Source: an optimization exercise on an open RTL-to-GDS flow (aim: small area, a short achievable clock period and few clock cycles). Production flows keep margins and buffers that such runs may drop.
Where RTL was checked, it was by simulation tests only, not by an equivalence proof against the original.
No activity file was given, so power comes from the tool's default toggle rates.

## tpu_top
module tpu_top#(
	parameter ARRAY_SIZE = 8,
	parameter SRAM_DATA_WIDTH = 32,
	parameter DATA_WIDTH = 8,
	parameter OUTPUT_DATA_WIDTH = 16
)
(
	input clk,
	input srstn,
	input tpu_start,
	input [SRAM_DATA_WIDTH-1:0] sram_rdata_w0,
	input [SRAM_DATA_WIDTH-1:0] sram_rdata_w1,
	input [SRAM_DATA_WIDTH-1:0] sram_rdata_d0,
	input [SRAM_DATA_WIDTH-1:0] sram_rdata_d1,
	output [9:0] sram_raddr_w0,
	output [9:0] sram_raddr_w1,
	output [9:0] sram_raddr_d0,
	output [9:0] sram_raddr_d1,
	output sram_write_enable_a0,
	output [ARRAY_SIZE*OUTPUT_DATA_WIDTH-1:0] sram_wdata_a,
	output [5:0] sram_waddr_a,
	output sram_write_enable_b0,
	output [ARRAY_SIZE*OUTPUT_DATA_WIDTH-1:0] sram_wdata_b,
	output [5:0] sram_waddr_b,
	output sram_write_enable_c0,
	output [ARRAY_SIZE*OUTPUT_DATA_WIDTH-1:0] sram_wdata_c,
	output [5:0] sram_waddr_c,
	output tpu_done
);
==> module systolic, before the edit <==
module systolic (
	input clk,
	input tpu_start,
	input [31:0] sram_rdata_w0,
	input [31:0] sram_rdata_w1,
	input [31:0] sram_rdata_d0,
	input [31:0] sram_rdata_d1,
	output [8*38-1:0] row_acc               
);
reg [7:0] dq [0:7][1:7];                    
reg [7:0] wq [1:7][0:7];                    
reg [7:0] clr [0:7];                        
reg [7:0] sel [0:7];                        
wire [7:0] d0 [0:7];                        
wire [7:0] w0 [0:7];                        
wire [7:0] xin [0:7][0:7];                  
wire [7:0] yin [0:7][0:7];
wire [37:0] acc [0:7][0:7];
integer i, j;
genvar gi, gj;
generate
	for (gi = 0; gi < 4; gi = gi + 1) begin : in
		assign d0[gi]   = sram_rdata_d0[31-8*gi -: 8];
		assign d0[gi+4] = sram_rdata_d1[31-8*gi -: 8];
		assign w0[gi]   = sram_rdata_w0[31-8*gi -: 8];
		assign w0[gi+4] = sram_rdata_w1[31-8*gi -: 8];
	end
endgenerate
always @(posedge clk) begin
	for (i = 0; i < 8; i = i + 1) begin
		dq[i][1] <= ~d0[i];
		wq[1][i] <= ~w0[i];
	end
	for (i = 0; i < 8; i = i + 1)
		if (tpu_start) begin
			clr[i] <= 8'd1 << ((16 - i) % 8);
			sel[i] <= 8'd1 << ((16 - i) % 8);
		end else begin
			clr[i] <= {clr[i][6:0], clr[i][7]};
			sel[i] <= {sel[i][6:0], sel[i][7]};
		end
	for (i = 0; i < 8; i = i + 1)
		for (j = 2; j < 8; j = j + 1) begin
			dq[i][j] <= dq[i][j-1];
			wq[j][i] <= wq[j-1][i];
		end
end
generate
	for (gi = 0; gi < 8; gi = gi + 1) begin : r
		for (gj = 0; gj < 8; gj = gj + 1) begin : c
			if (gj == 0) begin : x0
				assign xin[gi][gj] = d0[gi];
			end else begin : xq
				assign xin[gi][gj] = dq[gi][gj];
			end
			if (gi == 0) begin : y0
				assign yin[gi][gj] = w0[gj];
			end else begin : yq
				assign yin[gi][gj] = wq[gi][gj];
			end
			pe #(.XN(gj != 0), .YN(gi != 0)) pe (
				.clk(clk),
				.clr(clr[gi][gj]),
				.x(xin[gi][gj]),
				.y(yin[gi][gj]),
				.acc(acc[gi][gj])
			);
		end
		reg [37:0] m;
		always @(*) begin
			m = 38'd0;
			for (j = 0; j < 8; j = j + 1)
				m = m | ({38{sel[gi][j]}} & acc[gi][j]);
		end
		assign row_acc[38*gi +: 38] = m;
	end
endgenerate
endmodule
==> module tpu_top, before the edit <==
module tpu_top#(
	parameter ARRAY_SIZE = 8,
	parameter SRAM_DATA_WIDTH = 32,
	parameter DATA_WIDTH = 8,
	parameter OUTPUT_DATA_WIDTH = 16
)
(
	input clk,
	input srstn,
	input tpu_start,
	input [SRAM_DATA_WIDTH-1:0] sram_rdata_w0,
	input [SRAM_DATA_WIDTH-1:0] sram_rdata_w1,
	input [SRAM_DATA_WIDTH-1:0] sram_rdata_d0,
	input [SRAM_DATA_WIDTH-1:0] sram_rdata_d1,
	output [9:0] sram_raddr_w0,
	output [9:0] sram_raddr_w1,
	output [9:0] sram_raddr_d0,
	output [9:0] sram_raddr_d1,
	output sram_write_enable_a0,
	output [ARRAY_SIZE*OUTPUT_DATA_WIDTH-1:0] sram_wdata_a,
	output [5:0] sram_waddr_a,
	output sram_write_enable_b0,
	output [ARRAY_SIZE*OUTPUT_DATA_WIDTH-1:0] sram_wdata_b,
	output [5:0] sram_waddr_b,
	output sram_write_enable_c0,
	output [ARRAY_SIZE*OUTPUT_DATA_WIDTH-1:0] sram_wdata_c,
	output [5:0] sram_waddr_c,
	output tpu_done
);
wire [5:0] addr0, addr1;
wire go;
wire [7:0] kn_oh;
wire [2:0] kn, wr_new, wr_old;
wire [8*38-1:0] row_acc;
systolic_controll systolic_controll (
	.clk(clk), .srstn(srstn), .tpu_start(tpu_start),
	.addr0(addr0), .addr1(addr1), .go(go), .kn_oh(kn_oh), .kn(kn),
	.wr_new(wr_new), .wr_old(wr_old), .tpu_done(tpu_done)
);
addr_sel addr_sel (
	.addr0(addr0), .addr1(addr1),
	.sram_raddr_w0(sram_raddr_w0), .sram_raddr_w1(sram_raddr_w1),
	.sram_raddr_d0(sram_raddr_d0), .sram_raddr_d1(sram_raddr_d1)
);
systolic systolic (
	.clk(clk), .tpu_start(tpu_start),
	.sram_rdata_w0(sram_rdata_w0), .sram_rdata_w1(sram_rdata_w1),
	.sram_rdata_d0(sram_rdata_d0), .sram_rdata_d1(sram_rdata_d1),
	.row_acc(row_acc)
);
write_out write_out (
	.clk(clk), .srstn(srstn), .row_acc(row_acc),
	.kn_oh(kn_oh), .wr_new(wr_new), .wr_old(wr_old), .kn(kn),
	.sram_write_enable_a0(sram_write_enable_a0), .sram_wdata_a(sram_wdata_a), .sram_waddr_a(sram_waddr_a),
	.sram_write_enable_b0(sram_write_enable_b0), .sram_wdata_b(sram_wdata_b), .sram_waddr_b(sram_waddr_b),
	.sram_write_enable_c0(sram_write_enable_c0), .sram_wdata_c(sram_wdata_c), .sram_waddr_c(sram_waddr_c)
);
endmodule
clock: 9.0 ns
lec_check: 0
abc_clock_period_in_ps: 3500
cap_margin: 35
core_margin: 2
core_utilization: 60
cts_cluster_diameter: 110
cts_cluster_size: 22
setup_slack_margin: 5
slew_margin: 20
standard.sh (not shown) runs the stock make flow with config.mk's settings and CLKGATE_MAP_FILE= SYNTH_SCRIPT=/design/flow/synth_recipe.tcl, a recipe that flattens the netlist after the stock synthesis.
==> flow/flow/run.sh <==
#!/bin/bash
set -euo pipefail
bash standard.sh SYNTH_SCRIPT="$PWD/flow/synth_noabc.tcl" SETUP_SLACK_MARGIN=5.7 finish > make_finish.log 2>&1
==> flow/flow/synth_noabc.tcl <==
# synth_recipe.tcl with one change: Yosys's synth runs its fine stage without
# its internal "abc -fast", so that ORFS's extract_fa sees the full adders as
# written in the RTL (abc -fast re-encodes their XORs with mixed polarities,
# which leaves inverters between the adder cells). Everything else, including
# the registers, is the standard synthesis.
proc synth {args} {
  if {[lsearch -exact $args "fine:"] >= 0} {
    yosys synth -nofsm -noshare -noabc {*}$args
  } else {
    yosys synth -nofsm -noshare {*}$args
  }
}
source $::env(SCRIPTS_DIR)/synth.tcl
# left out here: clear keep_hierarchy, flatten, clean up, hide names made inside functions, write 1_2_yosys.v
Rerun with:
--- a/flow/design.v
+++ b/flow/design.v
@@ -28,9 +28,10 @@
 end
 endmodule
 module systolic (
 	input clk,
-	input tpu_start,
+	input srstn,
+	input go,                               
 	input [31:0] sram_rdata_w0,
 	input [31:0] sram_rdata_w1,
 	input [31:0] sram_rdata_d0,
 	input [31:0] sram_rdata_d1,
@@ -60,12 +61,12 @@
 		dq[i][1] <= ~d0[i];
 		wq[1][i] <= ~w0[i];
 	end
 	for (i = 0; i < 8; i = i + 1)
-		if (tpu_start) begin
-			clr[i] <= 8'd1 << ((16 - i) % 8);
-			sel[i] <= 8'd1 << ((16 - i) % 8);
-		end else begin
+		if (~srstn) begin
+			clr[i] <= 8'd1 << ((15 - i) % 8);
+			sel[i] <= 8'd1 << ((15 - i) % 8);
+		end else if (go) begin
 			clr[i] <= {clr[i][6:0], clr[i][7]};
 			sel[i] <= {sel[i][6:0], sel[i][7]};
 		end
 	for (i = 0; i < 8; i = i + 1)
@@ -540,9 +541,9 @@
 	.sram_raddr_w0(sram_raddr_w0), .sram_raddr_w1(sram_raddr_w1),
 	.sram_raddr_d0(sram_raddr_d0), .sram_raddr_d1(sram_raddr_d1)
 );
 systolic systolic (
-	.clk(clk), .tpu_start(tpu_start),
+	.clk(clk), .srstn(srstn), .go(go),
 	.sram_rdata_w0(sram_rdata_w0), .sram_rdata_w1(sram_rdata_w1),
 	.sram_rdata_d0(sram_rdata_d0), .sram_rdata_d1(sram_rdata_d1),
 	.row_acc(row_acc)
 );
Result: Routed wire length rises by 2.6%. Setup slack gets worse by 0.017 ns. Die area rises by 0.34%. Non-clock buffer count rises by 49. Via count rises by 2.1%. Power rises by 0.32%. Critical path depth falls by 4. Maximum frequency falls by 0.48%. Cell area rises by 0.96%. Combinational power is about the same. Hold slack gets better by 0.028 ns. First-iteration DRC count rises by 10%.
Testbench counts after the change, summed over its fixed seeds: cycles 5,496.
Function not checked in the first run of this note: the RTL went through the layout flow alone.

[what the ideal ports hide]
The results above use ideal ports. As a check the final layouts listed here were re-extracted and re-timed, cells and wires unchanged. Step 1: set_driving_cell puts a clkbuf_16 on clk and a buf_2 on each other input, an assumption about the parent block. Step 2 adds t to the input delays and takes it off the output delays; t is the mean of the earliest and latest rising clock arrival at the registers after step 1. Input paths then give back, and output paths get back, about the clock's delay inside the block. a / b / c = no drivers / after step 1 / after step 2; a / b = the first two.
| run | t, ns | slack for setup (ns) | worst setup path after step 2 | worst slew at a driven data input, ns |
|---|---|---|---|---|
| the first run | 1.110 | 5.530 / 5.518 / 4.532 | input to register | 0.11 |
| the second run | 1.129 | 5.513 / 5.389 / 4.471 | input to register | 0.22 |
After both steps every run listed still meets setup and hold. For the second run, which loses most, drivers alone change the setup slack by -0.124 ns; drivers and shift together by -1.042 ns.
